This is an optimization exercise on Yosys and OpenROAD, whose aim is a short achievable clock period and few clock cycles, not a production implementation.
In this exercise RTL edits were held to simulation tests only and were not proved equivalent to the original.
No activity file was given, so power comes from the tool's default toggle rates.

## before
// Uniciclo
module Uniciclo (
    input  logic        clockCPU,
    input  logic        reset,
    input  logic [4:0]  RegIn,
    output logic [31:0] PC,
    input  logic [31:0] Instr,
    output logic [31:0] MemAddr, MemWrData,
    output logic        MemWrEn,
    input  logic [31:0] MemRdData,
    output logic [31:0] RegOut
    );
Size in the first run: roughly 9700 cells after synthesis, ~2000 flip-flops, roughly 200 I/O pins, about 100000 µm² of cells after synthesis.
clock: 10.0 ns
lec_check: 0
cap_margin: 20
core_margin: 2
core_utilization: 37
place_density: 0.47
setup_slack_margin: 0.6
slew_margin: 20
standard.sh (not shown) runs the stock make flow with config.mk's settings and CLKGATE_MAP_FILE= SYNTH_SCRIPT=/design/flow/synth_recipe.tcl, a recipe that flattens the netlist after the stock synthesis.
==> flow/flow/run.sh <==
#!/bin/bash
# Layout flow: the standard ORFS flow (standard.sh) with these changes:
#  - synthesis leaves adders to ABC instead of mapping full/half-adder cells,
#    and ABC maps with a shorter script (flow/abc_speed.script: choices,
#    then delay-oriented mapping and sizing);
#  - a few slow cells (4-input ORs, 4-input muxes, majority gates, ...) are
#    not used (a222oi, which comes in one size only, too);
#  - after placement, the flip-flops that drive output ports are moved next
#    to the ports' buffers (flow/move_out_ffs.tcl, log in move_out_ffs.log).
# Each tool's output stays in its ORFS log under orfs/logs; make's output
# goes to flow_make.log.
set -euo pipefail
MARGIN=6.8
SLOW=""
for c in or4_1 or4_2 or4_4 or4b_1 or4b_2 or4b_4 or4bb_1 or4bb_2 or4bb_4 \
         or3_1 or3_2 or3_4 or3b_1 or3b_2 or3b_4 mux4_1 mux4_2 mux4_4 \
         nor4b_1 nor4b_2 nor4b_4 nor4bb_1 nor4bb_2 nor4bb_4 \
         a2111o_1 a2111o_2 a2111o_4 o2111a_1 o2111a_2 o2111a_4 o41a_1 o41a_2 o41a_4 \
         maj3_1 maj3_2 maj3_4 a222oi_1; do
    SLOW="$SLOW sky130_fd_sc_hd__$c"
done
PLAT=$(make -s -C "$FLOW_HOME" DESIGN_CONFIG="$FLOW_CONFIG" WORK_HOME="$(pwd)/orfs" \
       print-DONT_USE_CELLS 2>/dev/null | sed -n 's/^DONT_USE_CELLS: //p')
echo "platform dont-use: $PLAT" > dont_use.log
[ -n "$PLAT" ]
DU="$PLAT$SLOW"
# ORFS's scripts, with our ABC script
rm -rf scripts_abc
cp -r "$FLOW_HOME/scripts" scripts_abc
cp flow/abc_speed.script scripts_abc/abc_speed.script
SD="$(pwd)/scripts_abc"
sed -E "s|SETUP_SLACK_MARGIN=[^ ]+|SETUP_SLACK_MARGIN=${MARGIN} ADDER_MAP_FILE= SCRIPTS_DIR=${SD} 'DONT_USE_CELLS=${DU}'|" standard.sh > std_custom.sh
grep -q "SETUP_SLACK_MARGIN=${MARGIN}" std_custom.sh
# placement, then the output flip-flops moved next to their ports' buffers,
# then the rest of the flow from clock tree synthesis on
bash std_custom.sh place > flow_make.log 2>&1
PLACED=$(ls orfs/results/*/*/*/3_place.odb)
ODB="$PLACED" openroad -no_init -exit flow/move_out_ffs.tcl > move_out_ffs.log 2>&1
grep -q "moved" move_out_ffs.log
bash std_custom.sh >> flow_make.log 2>&1
Other scripts of this flow, unchanged in this note and not shown: flow/flow/abc_speed.script, flow/flow/move_out_ffs.tcl
before went all the way through synthesis, placement and routing and the layout is clean on timing, DRC and antenna.
Testbench counts of before, summed over its fixed seeds: cycles 89,603.
Relative to before, the following input files were edited for after:
Settings: swapping 37 for 33 in CORE_UTILIZATION; swapping 0.47 for 0.42 in PLACE_DENSITY.
Results
- Number of non-filler instances in the completed layout of after exceeds that of before by a few percent.
- Of before and after, the run reporting the higher overall power of the completed layout was after.
- Against before, design area in after rose slightly.


Another version of the RTL of Uniciclo (not shown whole).
Size in the first run: about 7900 cells after synthesis, roughly 200 I/O pins, about 89000 um2 of cells after synthesis.
==> flow/config.mk <==
export PLATFORM = sky130hd
export DESIGN_NAME = Uniciclo
export DESIGN_NICKNAME = Uniciclo
export VERILOG_FILES = /design/flow/design.v
export SDC_FILE = /design/flow/constraint.sdc
export NUM_CORES = 8
export LEC_CHECK = 0
export CAP_MARGIN = 20
export CORE_MARGIN = 2
export CORE_UTILIZATION = 38
export PLACE_DENSITY = 0.48
export SETUP_SLACK_MARGIN = 0.6
export SLEW_MARGIN = 20
==> flow/constraint.sdc <==
create_clock -name core_clock -period 10.0 [get_ports {clockCPU}]
set_input_delay 2.0000 -clock core_clock [delete_from_list [all_inputs] [get_ports {clockCPU}]]
set_output_delay 2.0000 -clock core_clock [all_outputs]
set_load 0.01 [all_outputs]
==> flow/flow/run.sh <==
#!/bin/bash
# Layout flow: the standard ORFS flow (standard.sh) with these changes:
#  - synthesis leaves adders to ABC instead of mapping full/half-adder cells,
#    and ABC maps with a shorter script (flow/abc_speed.script: choices,
#    then delay-oriented mapping and sizing);
#  - a few slow cells (4-input ORs, 4-input muxes, majority gates, ...) are
#    not used (a222oi, which comes in one size only, too).
# Each tool's output stays in its ORFS log under orfs/logs; make's output
# goes to flow_make.log.
set -euo pipefail
MARGIN=6.8
SLOW=""
for c in or4_1 or4_2 or4_4 or4b_1 or4b_2 or4b_4 or4bb_1 or4bb_2 or4bb_4 \
         or3_1 or3_2 or3_4 or3b_1 or3b_2 or3b_4 mux4_1 mux4_2 mux4_4 \
         nor4b_1 nor4b_2 nor4b_4 nor4bb_1 nor4bb_2 nor4bb_4 \
         a2111o_1 a2111o_2 a2111o_4 o2111a_1 o2111a_2 o2111a_4 o41a_1 o41a_2 o41a_4 \
         maj3_1 maj3_2 maj3_4 a222oi_1; do
    SLOW="$SLOW sky130_fd_sc_hd__$c"
done
PLAT=$(make -s -C "$FLOW_HOME" DESIGN_CONFIG="$FLOW_CONFIG" WORK_HOME="$(pwd)/orfs" \
       print-DONT_USE_CELLS 2>/dev/null | sed -n 's/^DONT_USE_CELLS: //p')
echo "platform dont-use: $PLAT" > dont_use.log
[ -n "$PLAT" ]
DU="$PLAT$SLOW"
# ORFS's scripts, with our ABC script
rm -rf scripts_abc
cp -r "$FLOW_HOME/scripts" scripts_abc
cp flow/abc_speed.script scripts_abc/abc_speed.script
SD="$(pwd)/scripts_abc"
sed -E "s|SETUP_SLACK_MARGIN=[^ ]+|SETUP_SLACK_MARGIN=${MARGIN} ADDER_MAP_FILE= SCRIPTS_DIR=${SD} 'DONT_USE_CELLS=${DU}'|" standard.sh > std_custom.sh
grep -q "SETUP_SLACK_MARGIN=${MARGIN}" std_custom.sh
bash std_custom.sh > flow_make.log 2>&1
==> flow/flow/abc_speed.script <==
&get -n
&st
&dch
&nf 
&put
buffer -c
topo
stime -c
upsize -c 
dnsize -c 
Testbench counts at the start, summed over its fixed seeds: cycles 91,836.
Change:
CORE_UTILIZATION = 33   (was 38)
PLACE_DENSITY = 0.42   (was 0.48)
Result: Core utilization came out lower by 5.6 points. Non-clock buffer count increases by 85. Clock-buffer cell count rose by 32. Clock power rose by about 0.7%.

[what the ideal ports hide]
In the flow no input, the clock included, has a driving cell. The finished layouts below were timed again as built, in two steps.
Step 1 assumes that a clkbuf_16 drives the clock port and a buf_2 every other input.
Step 2 times the ports against the registers' clock, not the clock port: input delays grow and output delays shrink by t, the midpoint of the rising clock arrivals with the driver on.
Slacks: ideal / step 1 / step 2; pairs: ideal / step 1.
| run | t, ns | setup slack, ns | latest minus earliest clock arrival (ns) | slew at the worst register clock pin (ns) | cell pins on the clock port's net |
|---|---|---|---|---|---|
| before | 1.070 | 6.340 / 6.340 / 5.483 | 0.091 / 0.091 | 0.08 / 0.08 | 1 |
| after | 1.053 | 6.517 / 6.448 / 5.497 | 0.080 / 0.080 | 0.07 / 0.07 | 1 |
| the first run of note 2 | 0.983 | 6.352 / 6.409 / 5.425 | 0.058 / 0.059 | 0.07 / 0.07 | 1 |
| the second run of note 2 | 0.997 | 6.371 / 6.371 / 5.548 | 0.083 / 0.083 | 0.07 / 0.07 | 1 |
After both steps setup and hold are still met in every run listed. For after, which loses most, drivers alone change the setup slack by -0.069 ns; drivers and shift together by -1.020 ns.
